Source: an optimization exercise on an open RTL-to-GDS flow (aim: small area and a short achievable clock period). Production flows keep margins and buffers that such runs may drop.
Function was checked by simulation only, so behaviour that the tests miss may differ from the original.
Power and IR drop assume default switching activity.

`standard.sh`:
```
#!/bin/bash
# synth_recipe.tcl (not shown) runs the flow's synth.tcl, then flattens the netlist and writes it again
# the make line also repeats each setting of config.mk as NAME=value (left out here)
make -C /OpenROAD-flow-scripts/flow DESIGN_CONFIG=/design/flow/config.mk WORK_HOME=/design/flow/orfs CLKGATE_MAP_FILE= SYNTH_SCRIPT=/design/flow/synth_recipe.tcl "${@:-finish}"
```
`flow/run.sh`:
```
#!/bin/bash
# The standard layout (standard.sh), with two changes:
#  - ports are buffered with the smallest buffer, sky130_fd_sc_hd__buf_1;
#  - the clock tree is built without dummy loads.
# The make output goes to flow.log in the work folder; each ORFS step keeps its own
# log under orfs/logs/.
set -euo pipefail
export BUFFER_PORTS_ARGS="-buffer_cell sky130_fd_sc_hd__buf_1"
export CTS_ARGS="-sink_clustering_enable -repair_clock_nets -dont_use_dummy_load"
bash standard.sh > flow.log 2>&1
```
`config.mk`:
```
export PLATFORM = sky130hd
export DESIGN_NAME = mul8_top
export DESIGN_NICKNAME = mul8_top
export VERILOG_FILES = /design/flow/design.v
export SDC_FILE = /design/flow/constraint.sdc
export NUM_CORES = 4
export LEC_CHECK = 0
export CAP_MARGIN = 20
export CORE_MARGIN = 2
export CORE_UTILIZATION = 40
export SLEW_MARGIN = 20
```
`constraint.sdc`:
```
create_clock -name core_clock -period 5.0 [get_ports {clk}]
set_input_delay 1.0000 -clock core_clock [delete_from_list [all_inputs] [get_ports {clk}]]
set_output_delay 1.0000 -clock core_clock [all_outputs]
set_load 0.01 [all_outputs]
```
`design.v`:
```
module mul8_top (
    input  logic        clk,
    input  logic [ 7:0] i_A,
    input  logic [ 7:0] i_B,
    output logic [15:0] o_result
);
    logic [ 7:0] a_q;
    logic [ 7:0] b_q;
    logic [15:0] product;
    r4mbe_dadda_multiplier_8bit mult_i (
        .i_A     (a_q),
        .i_B     (b_q),
        .o_result(product)
    );
    always_ff @(posedge clk) begin
        a_q      <= i_A;
        b_q      <= i_B;
        o_result <= product;
    end
endmodule

module r4mbe_dadda_multiplier_8bit (
    input  logic [ 7:0] i_A,
    input  logic [ 7:0] i_B,
    output logic [15:0] o_result
);
    wire pp_0_0 = i_A[0] & i_B[0];
    wire pp_0_1 = i_A[0] & i_B[1];
    wire pp_0_2 = i_A[0] & i_B[2];
    wire pp_0_3 = i_A[0] & i_B[3];
    wire pp_0_4 = i_A[0] & i_B[4];
    wire pp_0_5 = i_A[0] & i_B[5];
    wire pp_0_6 = i_A[0] & i_B[6];
    wire pp_0_7 = i_A[0] & i_B[7];
    wire pp_1_0 = i_A[1] & i_B[0];
    wire pp_1_1 = i_A[1] & i_B[1];
    wire pp_1_2 = i_A[1] & i_B[2];
    wire pp_1_3 = i_A[1] & i_B[3];
    wire pp_1_4 = i_A[1] & i_B[4];
    wire pp_1_5 = i_A[1] & i_B[5];
    wire pp_1_6 = i_A[1] & i_B[6];
    wire pp_1_7 = i_A[1] & i_B[7];
    wire pp_2_0 = i_A[2] & i_B[0];
    wire pp_2_1 = i_A[2] & i_B[1];
    wire pp_2_2 = i_A[2] & i_B[2];
    wire pp_2_3 = i_A[2] & i_B[3];
    wire pp_2_4 = i_A[2] & i_B[4];
    wire pp_2_5 = i_A[2] & i_B[5];
    wire pp_2_6 = i_A[2] & i_B[6];
    wire pp_2_7 = i_A[2] & i_B[7];
    wire pp_3_0 = i_A[3] & i_B[0];
    wire pp_3_1 = i_A[3] & i_B[1];
    wire pp_3_2 = i_A[3] & i_B[2];
    wire pp_3_3 = i_A[3] & i_B[3];
    wire pp_3_4 = i_A[3] & i_B[4];
    wire pp_3_5 = i_A[3] & i_B[5];
    wire pp_3_6 = i_A[3] & i_B[6];
    wire pp_3_7 = i_A[3] & i_B[7];
    wire pp_4_0 = i_A[4] & i_B[0];
    wire pp_4_1 = i_A[4] & i_B[1];
    wire pp_4_2 = i_A[4] & i_B[2];
    wire pp_4_3 = i_A[4] & i_B[3];
    wire pp_4_4 = i_A[4] & i_B[4];
    wire pp_4_5 = i_A[4] & i_B[5];
    wire pp_4_6 = i_A[4] & i_B[6];
    wire pp_4_7 = i_A[4] & i_B[7];
    wire pp_5_0 = i_A[5] & i_B[0];
    wire pp_5_1 = i_A[5] & i_B[1];
    wire pp_5_2 = i_A[5] & i_B[2];
    wire pp_5_3 = i_A[5] & i_B[3];
    wire pp_5_4 = i_A[5] & i_B[4];
    wire pp_5_5 = i_A[5] & i_B[5];
    wire pp_5_6 = i_A[5] & i_B[6];
    wire pp_5_7 = i_A[5] & i_B[7];
    wire pp_6_0 = i_A[6] & i_B[0];
    wire pp_6_1 = i_A[6] & i_B[1];
    wire pp_6_2 = i_A[6] & i_B[2];
    wire pp_6_3 = i_A[6] & i_B[3];
    wire pp_6_4 = i_A[6] & i_B[4];
    wire pp_6_5 = i_A[6] & i_B[5];
    wire pp_6_6 = i_A[6] & i_B[6];
    wire pp_6_7 = i_A[6] & i_B[7];
    wire pp_7_0 = i_A[7] & i_B[0];
    wire pp_7_1 = i_A[7] & i_B[1];
    wire pp_7_2 = i_A[7] & i_B[2];
    wire pp_7_3 = i_A[7] & i_B[3];
    wire pp_7_4 = i_A[7] & i_B[4];
    wire pp_7_5 = i_A[7] & i_B[5];
    wire pp_7_6 = i_A[7] & i_B[6];
    wire pp_7_7 = i_A[7] & i_B[7];
    wire s0 = pp_0_6 ^ pp_1_5;
    wire c1 = pp_0_6 & pp_1_5;
    wire s2 = pp_0_7 ^ pp_1_6 ^ pp_2_5;
    wire c3 = (pp_0_7 & pp_1_6) | (pp_0_7 & pp_2_5) | (pp_1_6 & pp_2_5);
    wire s4 = pp_3_4 ^ pp_4_3;
    wire c5 = pp_3_4 & pp_4_3;
    wire s6 = pp_1_7 ^ pp_2_6 ^ pp_3_5;
    wire c7 = (pp_1_7 & pp_2_6) | (pp_1_7 & pp_3_5) | (pp_2_6 & pp_3_5);
    wire s8 = pp_4_4 ^ pp_5_3;
    wire c9 = pp_4_4 & pp_5_3;
    wire s10 = pp_2_7 ^ pp_3_6 ^ pp_4_5;
    wire c11 = (pp_2_7 & pp_3_6) | (pp_2_7 & pp_4_5) | (pp_3_6 & pp_4_5);
    wire s12 = pp_0_4 ^ pp_1_3;
    wire c13 = pp_0_4 & pp_1_3;
    wire s14 = pp_0_5 ^ pp_1_4 ^ pp_2_3;
    wire c15 = (pp_0_5 & pp_1_4) | (pp_0_5 & pp_2_3) | (pp_1_4 & pp_2_3);
    wire s16 = pp_3_2 ^ pp_4_1;
    wire c17 = pp_3_2 & pp_4_1;
    wire s18 = pp_2_4 ^ pp_3_3 ^ pp_4_2;
    wire c19 = (pp_2_4 & pp_3_3) | (pp_2_4 & pp_4_2) | (pp_3_3 & pp_4_2);
    wire s20 = pp_5_1 ^ pp_6_0 ^ s0;
    wire c21 = (pp_5_1 & pp_6_0) | (pp_5_1 & s0) | (pp_6_0 & s0);
    wire s22 = pp_5_2 ^ pp_6_1 ^ pp_7_0;
    wire c23 = (pp_5_2 & pp_6_1) | (pp_5_2 & pp_7_0) | (pp_6_1 & pp_7_0);
    wire s24 = c1 ^ s4 ^ s2;
    wire c25 = (c1 & s4) | (c1 & s2) | (s4 & s2);
    wire s26 = pp_6_2 ^ pp_7_1 ^ c5;
    wire c27 = (pp_6_2 & pp_7_1) | (pp_6_2 & c5) | (pp_7_1 & c5);
    wire s28 = s8 ^ c3 ^ s6;
    wire c29 = (s8 & c3) | (s8 & s6) | (c3 & s6);
    wire s30 = pp_5_4 ^ pp_6_3 ^ pp_7_2;
    wire c31 = (pp_5_4 & pp_6_3) | (pp_5_4 & pp_7_2) | (pp_6_3 & pp_7_2);
    wire s32 = c9 ^ c7 ^ s10;
    wire c33 = (c9 & c7) | (c9 & s10) | (c7 & s10);
    wire s34 = pp_3_7 ^ pp_4_6 ^ pp_5_5;
    wire c35 = (pp_3_7 & pp_4_6) | (pp_3_7 & pp_5_5) | (pp_4_6 & pp_5_5);
    wire s36 = pp_6_4 ^ pp_7_3 ^ c11;
    wire c37 = (pp_6_4 & pp_7_3) | (pp_6_4 & c11) | (pp_7_3 & c11);
    wire s38 = pp_4_7 ^ pp_5_6 ^ pp_6_5;
    wire c39 = (pp_4_7 & pp_5_6) | (pp_4_7 & pp_6_5) | (pp_5_6 & pp_6_5);
    wire s40 = pp_0_3 ^ pp_1_2;
    wire c41 = pp_0_3 & pp_1_2;
    wire s42 = pp_2_2 ^ pp_3_1 ^ pp_4_0;
    wire c43 = (pp_2_2 & pp_3_1) | (pp_2_2 & pp_4_0) | (pp_3_1 & pp_4_0);
    wire s44 = pp_5_0 ^ c13 ^ s16;
    wire c45 = (pp_5_0 & c13) | (pp_5_0 & s16) | (c13 & s16);
    wire s46 = c17 ^ c15 ^ s18;
    wire c47 = (c17 & c15) | (c17 & s18) | (c15 & s18);
    wire s48 = c19 ^ s22 ^ c21;
    wire c49 = (c19 & s22) | (c19 & c21) | (s22 & c21);
    wire s50 = c23 ^ s26 ^ c25;
    wire c51 = (c23 & s26) | (c23 & c25) | (s26 & c25);
    wire s52 = s30 ^ c27 ^ c29;
    wire c53 = (s30 & c27) | (s30 & c29) | (c27 & c29);
    wire s54 = c31 ^ s34 ^ s36;
    wire c55 = (c31 & s34) | (c31 & s36) | (s34 & s36);
    wire s56 = pp_7_4 ^ c35 ^ s38;
    wire c57 = (pp_7_4 & c35) | (pp_7_4 & s38) | (c35 & s38);
    wire s58 = pp_5_7 ^ pp_6_6 ^ pp_7_5;
    wire c59 = (pp_5_7 & pp_6_6) | (pp_5_7 & pp_7_5) | (pp_6_6 & pp_7_5);
    wire s60 = pp_0_2 ^ pp_1_1;
    wire c61 = pp_0_2 & pp_1_1;
    wire s62 = pp_2_1 ^ pp_3_0 ^ s40;
    wire c63 = (pp_2_1 & pp_3_0) | (pp_2_1 & s40) | (pp_3_0 & s40);
    wire s64 = c41 ^ s12 ^ s42;
    wire c65 = (c41 & s12) | (c41 & s42) | (s12 & s42);
    wire s66 = c43 ^ s14 ^ s44;
    wire c67 = (c43 & s14) | (c43 & s44) | (s14 & s44);
    wire s68 = c45 ^ s20 ^ s46;
    wire c69 = (c45 & s20) | (c45 & s46) | (s20 & s46);
    wire s70 = c47 ^ s24 ^ s48;
    wire c71 = (c47 & s24) | (c47 & s48) | (s24 & s48);
    wire s72 = c49 ^ s28 ^ s50;
    wire c73 = (c49 & s28) | (c49 & s50) | (s28 & s50);
    wire s74 = s32 ^ c51 ^ s52;
    wire c75 = (s32 & c51) | (s32 & s52) | (c51 & s52);
    wire s76 = c33 ^ c53 ^ s54;
    wire c77 = (c33 & c53) | (c33 & s54) | (c53 & s54);
    wire s78 = c37 ^ s56 ^ c55;
    wire c79 = (c37 & s56) | (c37 & c55) | (s56 & c55);
    wire s80 = c39 ^ s58 ^ c57;
    wire c81 = (c39 & s58) | (c39 & c57) | (s58 & c57);
    wire s82 = pp_6_7 ^ pp_7_6 ^ c59;
    wire c83 = (pp_6_7 & pp_7_6) | (pp_6_7 & c59) | (pp_7_6 & c59);
    wire g84 = pp_0_0 & 1'b0;
    wire p85 = pp_0_0 ^ 1'b0;
    wire g86 = pp_0_1 & pp_1_0;
    wire p87 = pp_0_1 ^ pp_1_0;
    wire g88 = pp_2_0 & s60;
    wire p89 = pp_2_0 ^ s60;
    wire g90 = c61 & s62;
    wire p91 = c61 ^ s62;
    wire g92 = c63 & s64;
    wire p93 = c63 ^ s64;
    wire g94 = c65 & s66;
    wire p95 = c65 ^ s66;
    wire g96 = c67 & s68;
    wire p97 = c67 ^ s68;
    wire g98 = c69 & s70;
    wire p99 = c69 ^ s70;
    wire g100 = c71 & s72;
    wire p101 = c71 ^ s72;
    wire g102 = c73 & s74;
    wire p103 = c73 ^ s74;
    wire g104 = c75 & s76;
    wire p105 = c75 ^ s76;
    wire g106 = s78 & c77;
    wire p107 = s78 ^ c77;
    wire g108 = s80 & c79;
    wire p109 = s80 ^ c79;
    wire g110 = s82 & c81;
    wire p111 = s82 ^ c81;
    wire g112 = pp_7_7 & c83;
    wire p113 = pp_7_7 ^ c83;
    wire g114 = 1'b0 & 1'b0;
    wire p115 = 1'b0 ^ 1'b0;
    wire g116 = g86 | (p87 & g84);
    wire g117 = g90 | (p91 & g88);
    wire p118 = p91 & p89;
    wire g119 = g94 | (p95 & g92);
    wire p120 = p95 & p93;
    wire g121 = g98 | (p99 & g96);
    wire p122 = p99 & p97;
    wire g123 = g102 | (p103 & g100);
    wire p124 = p103 & p101;
    wire g125 = g106 | (p107 & g104);
    wire p126 = p107 & p105;
    wire g127 = g110 | (p111 & g108);
    wire p128 = p111 & p109;
    wire g129 = g88 | (p89 & g116);
    wire g130 = g117 | (p118 & g116);
    wire g131 = g96 | (p97 & g119);
    wire p132 = p97 & p120;
    wire g133 = g121 | (p122 & g119);
    wire p134 = p122 & p120;
    wire g135 = g104 | (p105 & g123);
    wire p136 = p105 & p124;
    wire g137 = g125 | (p126 & g123);
    wire p138 = p126 & p124;
    wire g139 = g112 | (p113 & g127);
    wire p140 = p113 & p128;
    wire g141 = g92 | (p93 & g130);
    wire g142 = g119 | (p120 & g130);
    wire g143 = g131 | (p132 & g130);
    wire g144 = g133 | (p134 & g130);
    wire g145 = g108 | (p109 & g137);
    wire p146 = p109 & p138;
    wire g147 = g127 | (p128 & g137);
    wire p148 = p128 & p138;
    wire g149 = g139 | (p140 & g137);
    wire p150 = p140 & p138;
    wire g151 = g100 | (p101 & g144);
    wire g152 = g123 | (p124 & g144);
    wire g153 = g135 | (p136 & g144);
    wire g154 = g137 | (p138 & g144);
    wire g155 = g145 | (p146 & g144);
    wire g156 = g147 | (p148 & g144);
    wire g157 = g149 | (p150 & g144);
    wire o158 = p87 ^ g84;
    wire o159 = p89 ^ g116;
    wire o160 = p91 ^ g129;
    wire o161 = p93 ^ g130;
    wire o162 = p95 ^ g141;
    wire o163 = p97 ^ g142;
    wire o164 = p99 ^ g143;
    wire o165 = p101 ^ g144;
    wire o166 = p103 ^ g151;
    wire o167 = p105 ^ g152;
    wire o168 = p107 ^ g153;
    wire o169 = p109 ^ g154;
    wire o170 = p111 ^ g155;
    wire o171 = p113 ^ g156;
    wire o172 = p115 ^ g157;
    assign o_result = {o172, o171, o170, o169, o168, o167, o166, o165, o164, o163, o162, o161, o160, o159, o158, p85};
endmodule
```
==> flow_metrics.py, run 1 <==
metrics = {
    "layout": {
        "filler_cell_count": 610,
        "drive_above_1_share_pct": 4.797,
        "area.growth.synth_to_final_pct": 11.19,
        "nets": 349,
        "postLayoutCellArea_um2": 2810,
        "num_antenna_cells": 0,
    },
    "critical_path": {
        "worst-setup-path-type": "flip-flop to flip-flop",
        "critical_path.cell_chain": "and2_1 -> fa_1 -> inv_1 -> fa_1 -> inv_1 -> fa_1 -> fa_1 -> ha_1 -> and3_4 -> a221oi_4 -> nor2b_2 -> nor4_1 -> nor3b_2",
        "r2r_start": "b_q[7]$_DFF_P_",
        "critical_path.slowest_cell": "sky130_fd_sc_hd__fa_1",
        "worst_path_dominant_cell_family": "adder cells",
        "worst_setup_path_start_kind": "flip-flop",
        "critical_path.most_common_cell": "sky130_fd_sc_hd__fa_1",
        "r2r_setup_slack_ns": 1.03,
        "capturing_point_of_the_worst_reg2reg_path": "o_result[14]$_DFF_P_",
        "worstPathMaxFanout": 8,
        "worst_ep_arrival_time_ns": 4.14,
        "critical_path_required_ns": 5.17,
        "r2r_cells": 13,
        "worstSetupEndpointType": "flip-flop",
        "worst_path_largest_cell_delay_ns": 0.53,
        "crit_buf_inv": 2,
    },
    "synthesis": {
        "number_of_standard_cells_after_synthesis": 234,
        "muxShareOfSynthArea_pct": 0.4455,
        "synth.net_count": 310,
        "synthAdderAreaFrac_pct": 40.50,
        "yosys_register_bits": 32,
        "combinational_family_with_the_most_area_after_synthesis": "adder cells",
        "synth_flop_cell": "sky130_fd_sc_hd__dfxtp_1",
        "synth-compound-area-share_pct": 7.079,
        "yosys.area_share.simple_pct": 19.55,
        "synth-async-reset-ratio_pct": 0,
        "syn-mean-instance-area_um2": 10.80,
        "yosys.cell_types.count": 31,
        "synth-xor-area-share_pct": 2.772,
        "syn-cell-area_um2": 2527,
        "ys.warnings.count": 1,
        "synth_enable_flop_cells": 0,
        "synth_sequential_area_ratio_pct": 25.35,
    },
    "route": {
        "drt_drc_violations_left": 0,
        "drt-vias-per-instance": 4.850,
        "detail-route-antenna-nets": 0,
        "detail_route.wirelength_mm": 4.517,
        "vias_after_detailed_routing": 1678,
        "firstDrtPassIters": 4,
        "routedWlPerCell_um": 13.05,
        "drtIter0Drc": 73,
    },
    "power_and_ir_drop": {
        "power.leakage_nw": 1.345,
        "power.density_cell_area_nw_per_um2": 396.4,
        "ir_worst_vdd_v": 0.0002173,
    },
    "cts": {
        "clock_tree.root_cell": "sky130_fd_sc_hd__clkbuf_8",
        "tritoncts": "done",
        "clock_sink_total": 32,
        "cts_made_buffers": 5,
        "clk_pin_slew_ns": 0.08,
        "cts_max_level": 2,
        "ctsLongestPathBuffers": 2,
        "postCtsHoldBufs": 0,
        "clock_latency_ns": 0.29,
        "post_cts_resize_count": 0,
        "post_cts_buffers": 0,
    },
    "sta": {
        "finClkSkew_ns": 0.01205,
        "fin_crit_ns": 3.972,
        "max_freq_mhz": 251.8,
        "worst_hold_slack_ns": 0.5861,
        "setup_repair_after_global_routing_missed_its_margin": "no",
        "setup_slack_ns": 1.028,
        "setup_viol": 0,
        "maxSlewViolCount": 0,
        "relSlewSlack_pct": 79.03,
        "timing.final.hold_violations": 0,
        "setup_total_negative_slack_ns": 0,
        "worstMarginPinSlew_ns": 0.3117,
        "fin_crit_sh_pct": 79.44,
    },
    "place": {
        "pre_cts_ws_ns": 1.031,
        "port-buffer-count": 32,
        "placedInstanceArea_um2": 2741,
        "dp.final_hpwl_mm": 3.617,
        "gp_congestion": 0.8031,
    },
    "grt": {
        "grt_first_pass_wirelength_mm": 8.445,
        "via_count_of_the_first_global_routing_pass": 1810,
        "grt_overflow_total": 0,
        "grt_usage_pct": 15.21,
        "grt_start_max_net_pins": 13,
        "grt_antenna_before_repair": 0,
    },
    "status": {
        "outcome": "finished clean",
    },
    "die": {
        "initial_core_util_pct": 41.94,
        "io-pin-count": 33,
        "die_w_um": 83.49,
        "die-area_um2": 6971,
        "die_height_um": 83.49,
        "placeableCoreArea_um2": 6026,
        "num_rows": 28,
    },
    "worst_hold_path": {
        "hold_path.class": "flip-flop to flip-flop",
        "holdPathStages": 1,
        "timing.hold.worst_endpoint": "o_result[0]$_DFF_P_",
        "hp-start": "b_q[0]$_DFF_P_",
    },
    "run": {
        "drv_cap": 0,
    },
}
-- worst max path at each step --
stage / start / end / slack, ns / depth (start not counted)
after floorplan: b_q[7]$_DFF_P_ / o_result[14]$_DFF_P_ / 1.28 / 13
after CTS: b_q[7]$_DFF_P_ / o_result[14]$_DFF_P_ / 1.00 / 13
after detailed placement: b_q[7]$_DFF_P_ / o_result[14]$_DFF_P_ / 1.03 / 13
after global placement: b_q[7]$_DFF_P_ / o_result[14]$_DFF_P_ / 1.06 / 13
final: b_q[7]$_DFF_P_ / o_result[14]$_DFF_P_ / 1.03 / 13
after global routing: b_q[7]$_DFF_P_ / o_result[14]$_DFF_P_ / 0.81 / 13
-- placed cells by master, fill, tap and decap left out, drive strengths merged, types with 2 or more instances in the layout --
| master | Yosys | layout |
|---|---|---|
| ha | 21 | 21 |
| xor2 | 5 | 5 |
| nor3 | 2 | 2 |
| and2 | 56 | 56 |
| clkbuf | 0 | 5 |
| a21o | 7 | 7 |
| fa | 38 | 38 |
| a21oi | 7 | 7 |
| nor2 | 2 | 2 |
| nand2 | 12 | 12 |
| nand4 | 2 | 2 |
| buf | 0 | 32 |
| xnor2 | 3 | 3 |
| nand3 | 2 | 2 |
| inv | 29 | 29 |
| o2111ai | 2 | 2 |
| dfxtp | 32 | 32 |
-- Yosys cell counts (2+ instances only) --
master	number	area, um2
sky130_fd_sc_hd__and2_1	56	350.3
sky130_fd_sc_hd__fa_1	38	760.7
sky130_fd_sc_hd__dfxtp_1	32	640.6
sky130_fd_sc_hd__inv_1	29	108.9
sky130_fd_sc_hd__ha_1	21	262.8
sky130_fd_sc_hd__nand2_1	12	45.04
sky130_fd_sc_hd__a21o_1	7	52.55
sky130_fd_sc_hd__a21oi_1	6	30.03
sky130_fd_sc_hd__xor2_1	5	43.79
sky130_fd_sc_hd__xnor2_1	3	26.28
sky130_fd_sc_hd__nand3_1	2	10.01
sky130_fd_sc_hd__nand4_1	2	12.51
sky130_fd_sc_hd__nor2_1	2	7.510
sky130_fd_sc_hd__nor3_1	2	10.01
-- state kept, by name (all words and copies together), names as in the netlist --
register  cells
a_q           8
b_q           8
o_result     16
-- kinds of logic after synthesis --
kind of cell,after synthesis
AO/OA/AOI/OAI,22
AND/OR/NAND/NOR,83
adder cells (fa/ha/maj),59
multiplexers,1
XOR/XNOR,8
buffers and inverters,29
flip-flops,32
-- report_power, final --
part / internal (W) / switching, W / leakage (nW)
registers: 0.000321 / 0.0000239 / 0.269
clock network: 0.0000898 / 0.0000967 / 0.0359
logic: 0.000263 / 0.000319 / 1.04
total: 0.000674 / 0.000440 / 1.35
-- layer usage --
metal | vias up | share of wire (%) | GRT usage [%]
met4 | 0 | 1.4 | 6.452
met5 | - | 0 | 0
met3 | 7 | 4.1 | 2.572
met2 | 27 | 48 | 25.37
met1 | 823 | 46 | 19.56
li1 | 821 | - | -
-- final cells by class --
type	instances	area (um2)	area share [%]
timing repair buffer	32	120.1	4.274
multi-input combinational	173	1778	63.27
clock buffer	5	68.82	2.449
sequential	32	640.6	22.80
tap	75	93.84	3.339
inverter	29	108.9	3.874
-- metrics by stage --
step	instances	total power [W]	utilization [%]
6_report	346	0.001114	46.64
5_1_grt	346	0.001230	46.64
4_1_cts	346	0.001130	46.64
3_5_place_dp	341	0.0009421	45.49
3_3_place_gp	341	0.0009370	45.49
2_1_floorplan	234	0.0008104	-
-- worst register-to-register path: cells and delay by family (launching register included) --
| kind | cells | cell delay (ns) |
|---|---|---|
| flops | 1 | 0.38 |
| simple gates | 5 | 0.86 |
| fa+ha+maj | 5 | 2.16 |
| compound gates | 1 | 0.32 |
| buf+inv | 2 | 0.14 |
==> run 2: changes to the inputs <==
--- a/flow/run.sh
+++ b/flow/run.sh
@@ -6,5 +6,5 @@
 # log under orfs/logs/.
 set -euo pipefail
 export BUFFER_PORTS_ARGS="-buffer_cell sky130_fd_sc_hd__buf_1"
-export CTS_ARGS="-sink_clustering_enable -repair_clock_nets -dont_use_dummy_load"
+export CTS_ARGS="-repair_clock_nets -dont_use_dummy_load -root_buf sky130_fd_sc_hd__clkbuf_16 -buf_list sky130_fd_sc_hd__clkbuf_16"
 bash standard.sh > flow.log 2>&1
==> flow_metrics.py, run 2 <==
metrics = {
    "synthesis": {
        "netlist_top_cells_count": "sky130_fd_sc_hd__and2_1, sky130_fd_sc_hd__fa_1, sky130_fd_sc_hd__dfxtp_1, sky130_fd_sc_hd__inv_1, sky130_fd_sc_hd__ha_1",
        "synth_sequential_area_ratio_pct": 25.35,
        "number_of_standard_cells_after_synthesis": 234,
        "synth_top_cell_area_share_pct": 30.10,
        "syn-mean-instance-area_um2": 10.80,
        "synth_enable_flop_cells": 0,
        "ys_top_cells_by_area": "sky130_fd_sc_hd__fa_1, sky130_fd_sc_hd__dfxtp_1, sky130_fd_sc_hd__and2_1, sky130_fd_sc_hd__ha_1, sky130_fd_sc_hd__inv_1",
        "synth.net_count": 310,
        "yosys.cell_types.count": 31,
        "ys.warnings.count": 1,
        "netlist.top_cell.by_area": "sky130_fd_sc_hd__fa_1",
        "synth-async-reset-ratio_pct": 0,
        "synth_flop_cell": "sky130_fd_sc_hd__dfxtp_1",
        "yosys_register_bits": 32,
        "synth_most_common_cell": "sky130_fd_sc_hd__and2_1",
        "syn-cell-area_um2": 2527,
    },
    "worst_hold_path": {
        "hold_path.class": "flip-flop to flip-flop",
        "hp-start": "b_q[0]$_DFF_P_",
    },
    "sta": {
        "setup_total_negative_slack_ns": 0,
        "max_freq_mhz": 252.1,
        "finClkSkew_ns": 0.009948,
        "timing.final.hold_violations": 0,
        "worst_hold_slack_ns": 0.5807,
        "relSlewSlack_pct": 78.99,
        "setup_viol": 0,
        "maxSlewViolCount": 0,
        "setup_repair_after_global_routing_missed_its_margin": "no",
        "worstMarginPinSlew_ns": 0.3122,
        "fin_crit_ns": 3.967,
        "fin_crit_sh_pct": 79.34,
    },
    "route": {
        "routedWlPerCell_um": 13.03,
        "vias_after_detailed_routing": 1674,
        "detail_route.wirelength_mm": 4.510,
        "drtIter0Drc": 49,
        "drt_drc_violations_left": 0,
        "detail-route-antenna-nets": 0,
        "drt-vias-per-instance": 4.838,
        "firstDrtPassIters": 4,
    },
    "cts": {
        "clock_tree.root_cell": "sky130_fd_sc_hd__clkbuf_16",
        "clock_sink_total": 32,
        "ctsLongestPathBuffers": 2,
        "tritoncts": "done",
        "cts_max_level": 2,
        "clock_latency_ns": 0.28,
        "clk_pin_slew_ns": 0.06,
        "cts_made_buffers": 5,
        "postCtsHoldBufs": 0,
        "post_cts_resize_count": 0,
        "post_cts_buffers": 0,
    },
    "layout": {
        "largestRegisters": "o_result x16, a_q x8, b_q x8",
        "largest_register_ff_count": 16,
        "fin_util_pct": 47.57,
        "num_antenna_cells": 0,
        "nets": 349,
        "registers.top_by_ff_count": "o_result",
        "drive_above_1_share_pct": 4.797,
        "most_common_cell_after_layout_fill_and_taps_aside": "sky130_fd_sc_hd__and2_1",
        "area.growth.synth_to_final_pct": 13.42,
        "filler_cell_count": 603,
        "final_cell_mix": "sky130_fd_sc_hd__and2_1, sky130_fd_sc_hd__fa_1, sky130_fd_sc_hd__dfxtp_1, sky130_fd_sc_hd__buf_1, sky130_fd_sc_hd__inv_1",
    },
    "grt": {
        "grt_usage_pct": 15.28,
        "via_count_of_the_first_global_routing_pass": 1803,
        "grt_first_pass_wirelength_mm": 8.459,
        "grt_antenna_before_repair": 0,
        "grt_start_max_net_pins": 13,
        "grt_overflow_total": 0,
    },
    "critical_path": {
        "worstPathMaxFanout": 8,
        "r2r_start": "b_q[7]$_DFF_P_",
        "worst_setup_path_start_kind": "flip-flop",
        "worst-setup-path-type": "flip-flop to flip-flop",
        "crit_start": "b_q[7]$_DFF_P_",
        "worst_ep_arrival_time_ns": 4.12,
        "worstSetupEndpointType": "flip-flop",
        "critical_path_required_ns": 5.15,
        "r2r_setup_slack_ns": 1.03,
    },
    "place": {
        "port-buffer-count": 32,
        "dp.final_hpwl_mm": 3.617,
        "gp_congestion": 0.8031,
    },
    "die": {
        "num_rows": 28,
        "die-area_um2": 6971,
        "placeableCoreArea_um2": 6026,
        "die_w_um": 83.49,
        "die_height_um": 83.49,
        "initial_core_util_pct": 41.94,
        "io-pin-count": 33,
    },
    "status": {
        "outcome": "finished clean",
    },
    "power_and_ir_drop": {
        "power.density_cell_area_nw_per_um2": 422.0,
        "ir_worst_vdd_v": 0.0002603,
        "power.leakage_nw": 1.371,
    },
    "run": {
        "drv_cap": 0,
    },
}
## run 2: cell count changes in the layout (fill, tap and decap cells not counted)
cell,change
sky130_fd_sc_hd__clkbuf_16,+5
sky130_fd_sc_hd__clkbuf_8,-5
## run 2: per-stage QoR
step / std cells / cell area (um2) / total power [W] / setup WS [ns]
detailed placement: 341 / 2741 / 0.0009421 / 1.031
floorplan: 234 / 2527 / 0.0008104 / 1.280
finish: 346 / 2867 / 0.001210 / 1.033
CTS: 346 / 2867 / 0.001227 / 1.010
global route: 346 / 2867 / 0.001327 / 0.8170
global placement: 341 / 2741 / 0.0009370 / 1.064
## run 2: critical path: stages, from the launching register on
cell                       delay [ns]
sky130_fd_sc_hd__dfxtp_1         0.37
sky130_fd_sc_hd__and2_1          0.20
sky130_fd_sc_hd__fa_1            0.53
sky130_fd_sc_hd__inv_1           0.05
sky130_fd_sc_hd__fa_1            0.36
sky130_fd_sc_hd__inv_1           0.09
sky130_fd_sc_hd__fa_1            0.42
sky130_fd_sc_hd__fa_1            0.50
sky130_fd_sc_hd__ha_1            0.34
sky130_fd_sc_hd__and3_4          0.18
sky130_fd_sc_hd__a221oi_4        0.32
sky130_fd_sc_hd__nor2b_2         0.10
sky130_fd_sc_hd__nor4_1          0.30
sky130_fd_sc_hd__nor3b_2         0.07
## run 2: metal layers
metal / wire length, um / vias to the layer above / GRT usage (%)
met5: 0 / - / 0
met4: 70 / 0 / 6.012
li1: - / 823 / -
met3: 192 / 7 / 3.165
met2: 2153 / 30 / 25.37
met1: 2094 / 814 / 19.56
## run 2: path summary, 6_finish.rpt
| path | to | cells past startpoint |
|---|---|---|
| setup / recovery | o_result[14]$_DFF_P_ | 13 |
| hold / removal | o_result[0]$_DFF_P_ | 1 |
| setup reg to reg | o_result[14]$_DFF_P_ | 13 |
| hold reg to reg | o_result[0]$_DFF_P_ | 1 |
## run 2: where the power goes
group	internal (W)	switching (W)	leakage (nW)	total, W
Combinational	0.000263	0.000319	1.04	0.000583
Clock	0.000176	0.000106	0.0616	0.000281
Sequential	0.000321	0.0000239	0.269	0.000345
## run 2: cells by family after synthesis
group                    Yosys count  share of synthesized area [%]
AND/OR/NAND/NOR                   83                          19.56
adder cells (fa/ha/maj)           59                          40.49
flip-flops                        32                          25.35
buffers and inverters             29                          4.307
AO/OA/AOI/OAI                     22                          7.080
XOR/XNOR                           8                          2.772
multiplexers                       1                         0.4455
## run 2: final cells by class
cell class / instances / area [um2] / share of cell area [%]
clock buffer: 5 / 125.1 / 4.365
inverter: 29 / 108.9 / 3.797
multi-input combinational: 173 / 1778 / 62.03
sequential: 32 / 640.6 / 22.35
tap: 75 / 93.84 / 3.274
timing repair buffer: 32 / 120.1 / 4.190
==> run 3: changes to the inputs <==
--- a/flow/run.sh
+++ b/flow/run.sh
@@ -6,5 +6,5 @@
 # log under orfs/logs/.
 set -euo pipefail
 export BUFFER_PORTS_ARGS="-buffer_cell sky130_fd_sc_hd__buf_1"
-export CTS_ARGS="-repair_clock_nets -dont_use_dummy_load -root_buf sky130_fd_sc_hd__clkbuf_16 -buf_list sky130_fd_sc_hd__clkbuf_16"
+export CTS_ARGS="-sink_clustering_enable -sink_clustering_size 32 -sink_clustering_max_diameter 400 -repair_clock_nets -dont_use_dummy_load -root_buf sky130_fd_sc_hd__clkbuf_8 -buf_list sky130_fd_sc_hd__clkbuf_8"
 bash standard.sh > flow.log 2>&1
==> flow_metrics.py, run 3 <==
metrics = {
    "critical_path": {
        "worst_path_dominant_cell_family": "adder cells",
        "critical_path.most_common_cell": "sky130_fd_sc_hd__fa_1",
        "critical_path.cell_chain": "and2_1 -> fa_1 -> inv_1 -> fa_1 -> inv_1 -> fa_1 -> fa_1 -> ha_1 -> and3_4 -> a221oi_4 -> nor2b_2 -> nor4_1 -> nor3b_2",
        "crit_buf_inv": 2,
        "worst_ep_arrival_time_ns": 4.14,
        "worstSetupEndpointType": "flip-flop",
        "critical_path_required_ns": 5.17,
        "worst-setup-path-type": "flip-flop to flip-flop",
        "worst_path_largest_cell_delay_ns": 0.53,
        "worstPathMaxFanout": 8,
        "critical_path.slowest_cell": "sky130_fd_sc_hd__fa_1",
        "worst_setup_path_start_kind": "flip-flop",
    },
    "cts": {
        "clock_sink_total": 32,
        "clock_latency_ns": 0.29,
        "clock_tree.root_cell": "sky130_fd_sc_hd__clkbuf_8",
        "tritoncts": "done",
        "cts_max_level": 2,
        "cts_made_buffers": 5,
        "post_cts_buffers": 0,
        "clk_pin_slew_ns": 0.08,
        "postCtsHoldBufs": 0,
        "post_cts_resize_count": 0,
        "ctsLongestPathBuffers": 2,
    },
    "die": {
        "die_w_um": 83.49,
        "io-pin-count": 33,
        "initial_core_util_pct": 41.94,
        "placeableCoreArea_um2": 6026,
        "num_rows": 28,
        "die_height_um": 83.49,
        "die-area_um2": 6971,
    },
    "power_and_ir_drop": {
        "power.density_cell_area_nw_per_um2": 396.4,
        "ir_worst_vdd_v": 0.0002173,
        "power.leakage_nw": 1.345,
    },
    "synthesis": {
        "syn-cell-area_um2": 2527,
        "synth-async-reset-ratio_pct": 0,
        "netlist.top_cell.by_area": "sky130_fd_sc_hd__fa_1",
        "yosys.cell_types.count": 31,
        "ys_top_cells_by_area": "sky130_fd_sc_hd__fa_1, sky130_fd_sc_hd__dfxtp_1, sky130_fd_sc_hd__and2_1, sky130_fd_sc_hd__ha_1, sky130_fd_sc_hd__inv_1",
        "syn-mean-instance-area_um2": 10.80,
        "yosys_register_bits": 32,
        "synth_top_cell_area_share_pct": 30.10,
        "synth_most_common_cell": "sky130_fd_sc_hd__and2_1",
        "netlist_top_cells_count": "sky130_fd_sc_hd__and2_1, sky130_fd_sc_hd__fa_1, sky130_fd_sc_hd__dfxtp_1, sky130_fd_sc_hd__inv_1, sky130_fd_sc_hd__ha_1",
        "synth_enable_flop_cells": 0,
        "synth_flop_cell": "sky130_fd_sc_hd__dfxtp_1",
        "ys.warnings.count": 1,
        "synth_sequential_area_ratio_pct": 25.35,
        "number_of_standard_cells_after_synthesis": 234,
        "synth.net_count": 310,
    },
    "sta": {
        "max_freq_mhz": 251.8,
        "relSlewSlack_pct": 79.03,
        "setup_total_negative_slack_ns": 0,
        "setup_viol": 0,
        "maxSlewViolCount": 0,
        "timing.final.hold_violations": 0,
        "fin_crit_ns": 3.972,
        "fin_crit_sh_pct": 79.44,
        "setup_repair_after_global_routing_missed_its_margin": "no",
        "worst_hold_slack_ns": 0.5861,
        "finClkSkew_ns": 0.01205,
        "setup_slack_ns": 1.028,
        "worstMarginPinSlew_ns": 0.3117,
    },
    "route": {
        "drt_drc_violations_left": 0,
        "routedWlPerCell_um": 13.05,
        "drt-vias-per-instance": 4.850,
        "detail_route.wirelength_mm": 4.517,
        "drtIter0Drc": 73,
        "firstDrtPassIters": 4,
        "detail-route-antenna-nets": 0,
        "vias_after_detailed_routing": 1678,
    },
    "layout": {
        "drive_above_1_share_pct": 4.797,
        "final_cell_mix": "sky130_fd_sc_hd__and2_1, sky130_fd_sc_hd__fa_1, sky130_fd_sc_hd__dfxtp_1, sky130_fd_sc_hd__buf_1, sky130_fd_sc_hd__inv_1",
        "largestRegisters": "o_result x16, a_q x8, b_q x8",
        "registers.top_by_ff_count": "o_result",
        "area.growth.synth_to_final_pct": 11.19,
        "num_antenna_cells": 0,
        "largest_register_ff_count": 16,
        "nets": 349,
        "most_common_cell_after_layout_fill_and_taps_aside": "sky130_fd_sc_hd__and2_1",
    },
    "grt": {
        "grt_first_pass_wirelength_mm": 8.445,
        "grt_antenna_before_repair": 0,
        "grt_usage_pct": 15.21,
        "grt_start_max_net_pins": 13,
        "grt_overflow_total": 0,
        "via_count_of_the_first_global_routing_pass": 1810,
    },
    "place": {
        "port-buffer-count": 32,
        "pre_cts_ws_ns": 1.031,
        "dp.final_hpwl_mm": 3.617,
        "gp_congestion": 0.8031,
    },
    "run": {
        "drv_cap": 0,
    },
    "worst_hold_path": {
        "hold_path.class": "flip-flop to flip-flop",
    },
    "status": {
        "outcome": "finished clean",
    },
}
-- run 3: cell types whose count changed in the layout (fill, tap and decap cells not counted) --
cell	previous run	this run
sky130_fd_sc_hd__clkbuf_16	5	0
sky130_fd_sc_hd__clkbuf_8	0	5
-- run 3: logic make-up after synthesis --
kind of cell    synth area share (%)
compound gates                 7.080
xor+xnor                       2.772
fa+ha+maj                      40.49
buf+inv                        4.307
flops                          25.35
mux                           0.4455
simple gates                   19.56
-- run 3: final timing paths --
path / slack [ns] / startpoint / endpoint / depth (start not counted)
max: 1.03 / b_q[7]$_DFF_P_ / o_result[14]$_DFF_P_ / 13
min: 0.59 / b_q[0]$_DFF_P_ / o_result[0]$_DFF_P_ / 1
max reg2reg: 1.03 / b_q[7]$_DFF_P_ / o_result[14]$_DFF_P_ / 13
min reg2reg: 0.59 / b_q[0]$_DFF_P_ / o_result[0]$_DFF_P_ / 1
-- run 3: layout make-up --
cell class	count	area, um2
clock buffers	5	68.82
fillers	610	3216
well taps	75	93.84
repair buffers	32	120.1
flip-flops and latches	32	640.6
multi-input cells	173	1778
inverters	29	108.9
-- run 3: per-stage QoR --
stage               util [%]  instances  instance area, um2  total power (W)
global route           46.64        346                2810         0.001230
global placement       45.49        341                2741        0.0009370
detailed placement     45.49        341                2741        0.0009421
finish                 46.64        346                2810         0.001114
CTS                    46.64        346                2810         0.001130
floorplan                  -        234                2527        0.0008104
-- run 3: worst reg2reg max path, stage by stage (launching register included) --
cell	delay (ns)
sky130_fd_sc_hd__dfxtp_1	0.38
sky130_fd_sc_hd__and2_1	0.20
sky130_fd_sc_hd__fa_1	0.53
sky130_fd_sc_hd__inv_1	0.05
sky130_fd_sc_hd__fa_1	0.36
sky130_fd_sc_hd__inv_1	0.09
sky130_fd_sc_hd__fa_1	0.43
sky130_fd_sc_hd__fa_1	0.50
sky130_fd_sc_hd__ha_1	0.34
sky130_fd_sc_hd__and3_4	0.18
sky130_fd_sc_hd__a221oi_4	0.32
sky130_fd_sc_hd__nor2b_2	0.10
sky130_fd_sc_hd__nor4_1	0.30
sky130_fd_sc_hd__nor3b_2	0.08
-- run 3: report_power, final --
part / switching (W) / internal, W / total (W)
clock: 0.0000967 / 0.0000898 / 0.000186
combinational: 0.000319 / 0.000263 / 0.000583
sequential: 0.0000239 / 0.000321 / 0.000345
-- run 3: per-layer routing --
| layer | vias to the layer above | track usage (%) | wire, um |
|---|---|---|---|
| li1 | 821 | - | - |
| met1 | 823 | 19.56 | 2089 |
| met2 | 27 | 25.37 | 2180 |
| met3 | 7 | 2.572 | 186 |
| met4 | 0 | 6.452 | 61 |
| met5 | - | 0 | 0 |
==> run 4: changes to the inputs <==
==> run.sh (new file) <==
#!/bin/bash
# synth_recipe.tcl (not shown) runs the flow's synth.tcl, then flattens the netlist and writes it again
# the make line also repeats each setting of config.mk as NAME=value (left out here)
make -C /OpenROAD-flow-scripts/flow DESIGN_CONFIG=/design/flow/config.mk WORK_HOME=/design/flow/orfs CLKGATE_MAP_FILE= SYNTH_SCRIPT=/design/flow/synth_recipe.tcl finish
removed: flow/run.sh
removed: standard.sh
==> flow_metrics.py, run 4 <==
metrics = {
    "place": {
        "port-buffer-count": 32,
        "number_of_cells_after_detailed_placement": 341,
        "gp_congestion": 0.7743,
        "dp.final_hpwl_mm": 3.645,
    },
    "die": {
        "placeableCoreArea_um2": 6026,
        "die_height_um": 83.49,
        "num_rows": 28,
        "initial_core_util_pct": 41.94,
        "die-area_um2": 6971,
        "io-pin-count": 33,
        "die_w_um": 83.49,
    },
    "cts": {
        "tritoncts": "done",
        "clock_latency_ns": 0.30,
        "cts_max_level": 2,
        "post_cts_resize_count": 0,
        "clock_tree.root_cell": "sky130_fd_sc_hd__clkbuf_8",
        "postCtsHoldBufs": 0,
        "clock_sink_total": 32,
        "ctsLongestPathBuffers": 2,
        "clk_pin_slew_ns": 0.08,
        "cts_made_buffers": 5,
        "post_cts_buffers": 0,
    },
    "layout": {
        "post_layout_nonfiller_instances": 349,
        "fin_util_pct": 50.73,
        "largestRegisters": "o_result x16, a_q x8, b_q x8",
        "final_cell_mix": "sky130_fd_sc_hd__and2_1, sky130_fd_sc_hd__fa_1, sky130_fd_sc_hd__dfxtp_1, sky130_fd_sc_hd__clkdlybuf4s50_1, sky130_fd_sc_hd__inv_1",
        "num_antenna_cells": 0,
        "ff_latch_area_um2": 640.6,
        "nets": 349,
        "area.growth.synth_to_final_pct": 20.94,
        "filler_cell_count": 571,
        "multi_input_logic_area_um2": 1778,
        "most_common_cell_after_layout_fill_and_taps_aside": "sky130_fd_sc_hd__and2_1",
        "largest_register_ff_count": 16,
        "registers.top_by_ff_count": "o_result",
        "drive_above_1_share_pct": 5.839,
    },
    "grt": {
        "global_route.usage.met2_pct": 25.88,
        "grt_util_met3_pct": 3.264,
        "grt_start_max_net_pins": 13,
        "grt_first_pass_wirelength_mm": 8.190,
        "via_count_of_the_first_global_routing_pass": 1780,
        "grt_overflow_total": 0,
        "grt_usage_pct": 14.96,
        "gr-usage-met1_pct": 18.62,
        "top_usage_layer": "met2",
        "grt_antenna_before_repair": 0,
    },
    "sta": {
        "setup_repair_after_global_routing_missed_its_margin": "no",
        "relSlewSlack_pct": 78.30,
        "finClkSkew_ns": 0.01083,
        "timing.final.hold_violations": 0,
        "worstMarginPinSlew_ns": 0.3225,
        "max_freq_mhz": 250.5,
        "maxSlewViolCount": 0,
        "fin_crit_sh_pct": 79.82,
        "fin_crit_ns": 3.991,
        "setup_viol": 0,
        "setup_total_negative_slack_ns": 0,
    },
    "worst_hold_path": {
        "hold_path.class": "flip-flop to flip-flop",
    },
    "critical_path": {
        "worst_ep_arrival_time_ns": 4.18,
        "critical_path_required_ns": 5.19,
        "worst-setup-path-type": "flip-flop to flip-flop",
        "worstPathMaxFanout": 8,
        "worstSetupEndpointType": "flip-flop",
        "worst_setup_path_start_kind": "flip-flop",
    },
    "status": {
        "outcome": "finished clean",
    },
    "synthesis": {
        "syn-mean-instance-area_um2": 10.80,
        "synth_enable_flop_cells": 0,
        "yosys.cell_types.count": 31,
        "number_of_standard_cells_after_synthesis": 234,
        "synth_flop_cell": "sky130_fd_sc_hd__dfxtp_1",
        "ys_top_cells_by_area": "sky130_fd_sc_hd__fa_1, sky130_fd_sc_hd__dfxtp_1, sky130_fd_sc_hd__and2_1, sky130_fd_sc_hd__ha_1, sky130_fd_sc_hd__inv_1",
        "synth-async-reset-ratio_pct": 0,
        "syn-cell-area_um2": 2527,
        "netlist.top_cell.by_area": "sky130_fd_sc_hd__fa_1",
        "ys.warnings.count": 1,
        "yosys_register_bits": 32,
        "synth_top_cell_area_share_pct": 30.10,
        "synth_most_common_cell": "sky130_fd_sc_hd__and2_1",
        "netlist_top_cells_count": "sky130_fd_sc_hd__and2_1, sky130_fd_sc_hd__fa_1, sky130_fd_sc_hd__dfxtp_1, sky130_fd_sc_hd__inv_1, sky130_fd_sc_hd__ha_1",
        "synth_sequential_area_ratio_pct": 25.35,
        "synth.net_count": 310,
    },
    "run": {
        "drv_cap": 0,
    },
    "route": {
        "drt_drc_violations_left": 0,
        "routedWlPerCell_um": 13.04,
        "drtIter0Drc": 53,
        "detail-route-antenna-nets": 0,
        "vias_after_detailed_routing": 1661,
        "drt-vias-per-instance": 4.759,
        "detail_route.wirelength_mm": 4.551,
        "firstDrtPassIters": 4,
    },
    "power_and_ir_drop": {
        "power.leakage_nw": 1.450,
        "power.density_cell_area_nw_per_um2": 413.9,
        "ir_worst_vdd_v": 0.0002486,
    },
}
==> run 4: cell counts after synthesis <==
Identical to the previous run, type by type.
==> run 4: cell families after synthesis <==
logic type / synth area share, %
xor+xnor: 2.772
fa+ha+maj: 40.49
simple gates: 19.56
compound gates: 7.080
flops: 25.35
buf+inv: 4.307
mux: 0.4455
==> run 4: final cells by class <==
type / count / share of cell area [%]
repair buffers: 32 / 10.48
flip-flops and latches: 32 / 20.96
clock inverters: 3 / 1.515
well taps: 75 / 3.070
clock buffers: 5 / 2.251
multi-input cells: 173 / 58.17
inverters: 29 / 3.561
==> run 4: worst paths after layout <==
check,startpoint,to,slack [ns],depth (start not counted)
setup / recovery,b_q[7]$_DFF_P_,o_result[14]$_DFF_P_,1.01,13
hold / removal,b_q[0]$_DFF_P_,o_result[0]$_DFF_P_,0.59,1
setup reg to reg,b_q[7]$_DFF_P_,o_result[14]$_DFF_P_,1.01,13
hold reg to reg,b_q[0]$_DFF_P_,o_result[0]$_DFF_P_,0.59,1
==> run 4: power by group <==
| part | internal, W | switching, W |
|---|---|---|
| Combinational | 0.000335 | 0.000321 |
| Clock | 0.000150 | 0.000113 |
| Sequential | 0.000321 | 0.0000253 |
==> run 4: stage by stage <==
| step | area [um2] | worst slack (ns) | power, W | hold WS [ns] |
|---|---|---|---|---|
| 2_1_floorplan | 2527 | 1.280 | 0.0008104 | 0.5083 |
| 3_3_place_gp | 2942 | 1.071 | 0.001008 | 0.5705 |
| 3_5_place_dp | 2942 | 1.000 | 0.001017 | 0.5800 |
| 4_1_cts | 3057 | 0.9724 | 0.001285 | 0.5902 |
| 5_1_grt | 3057 | 0.7625 | 0.001379 | 0.6179 |
| 6_report | 3057 | 1.009 | 0.001265 | 0.5891 |
==> run 4: metal layers <==
metal / up-vias / wire, um
li1: 819 / -
met1: 811 / 2124
met2: 25 / 2228
met3: 6 / 132
met4: 0 / 65
met5: - / 0
==> run 4: critical path, stage by stage, from the launching register on <==
cell	delay, ns
sky130_fd_sc_hd__dfxtp_1	0.38
sky130_fd_sc_hd__and2_1	0.20
sky130_fd_sc_hd__fa_1	0.54
sky130_fd_sc_hd__inv_1	0.06
sky130_fd_sc_hd__fa_1	0.36
sky130_fd_sc_hd__inv_1	0.09
sky130_fd_sc_hd__fa_1	0.43
sky130_fd_sc_hd__fa_1	0.49
sky130_fd_sc_hd__ha_1	0.34
sky130_fd_sc_hd__and3_4	0.18
sky130_fd_sc_hd__a221oi_4	0.33
sky130_fd_sc_hd__nor2b_2	0.10
sky130_fd_sc_hd__nor4_1	0.31
sky130_fd_sc_hd__nor3b_2	0.08

==> port drivers added, routing unchanged <==
The flow's constraints put no driver on any port. The routed layouts listed below were extracted and timed again, unchanged, in two steps. Step 1, drivers: a clkbuf_16 drives clk and a buf_2 each remaining input, both assumed. Step 2 moves the port delays by t, midway between the first and last clock arrival at a register: inputs arrive t later, outputs are due t later. That takes back most of the time a late clock gives input paths. a / b / c = no drivers / after step 1 / after step 2; a / b = the first two.
run | shift t [ns] | setup slack, ns | hold WS [ns] | worst setup path at the end | clock arrival spread, ns
run 1 | 0.313 | 1.028 / 1.028 / 1.028 | 0.586 / 0.586 / 0.586 | register to register | 0.012 / 0.012
run 2 | 0.308 | 1.033 / 1.033 / 1.033 | 0.581 / 0.581 / 0.581 | register to register | 0.010 / 0.010
run 3 | 0.313 | 1.028 / 1.028 / 1.028 | 0.586 / 0.586 / 0.586 | register to register | 0.012 / 0.012
run 4 | 0.323 | 1.009 / 1.009 / 1.009 | 0.589 / 0.589 / 0.589 | register to register | 0.011 / 0.011
After both steps every run listed still meets setup and hold.
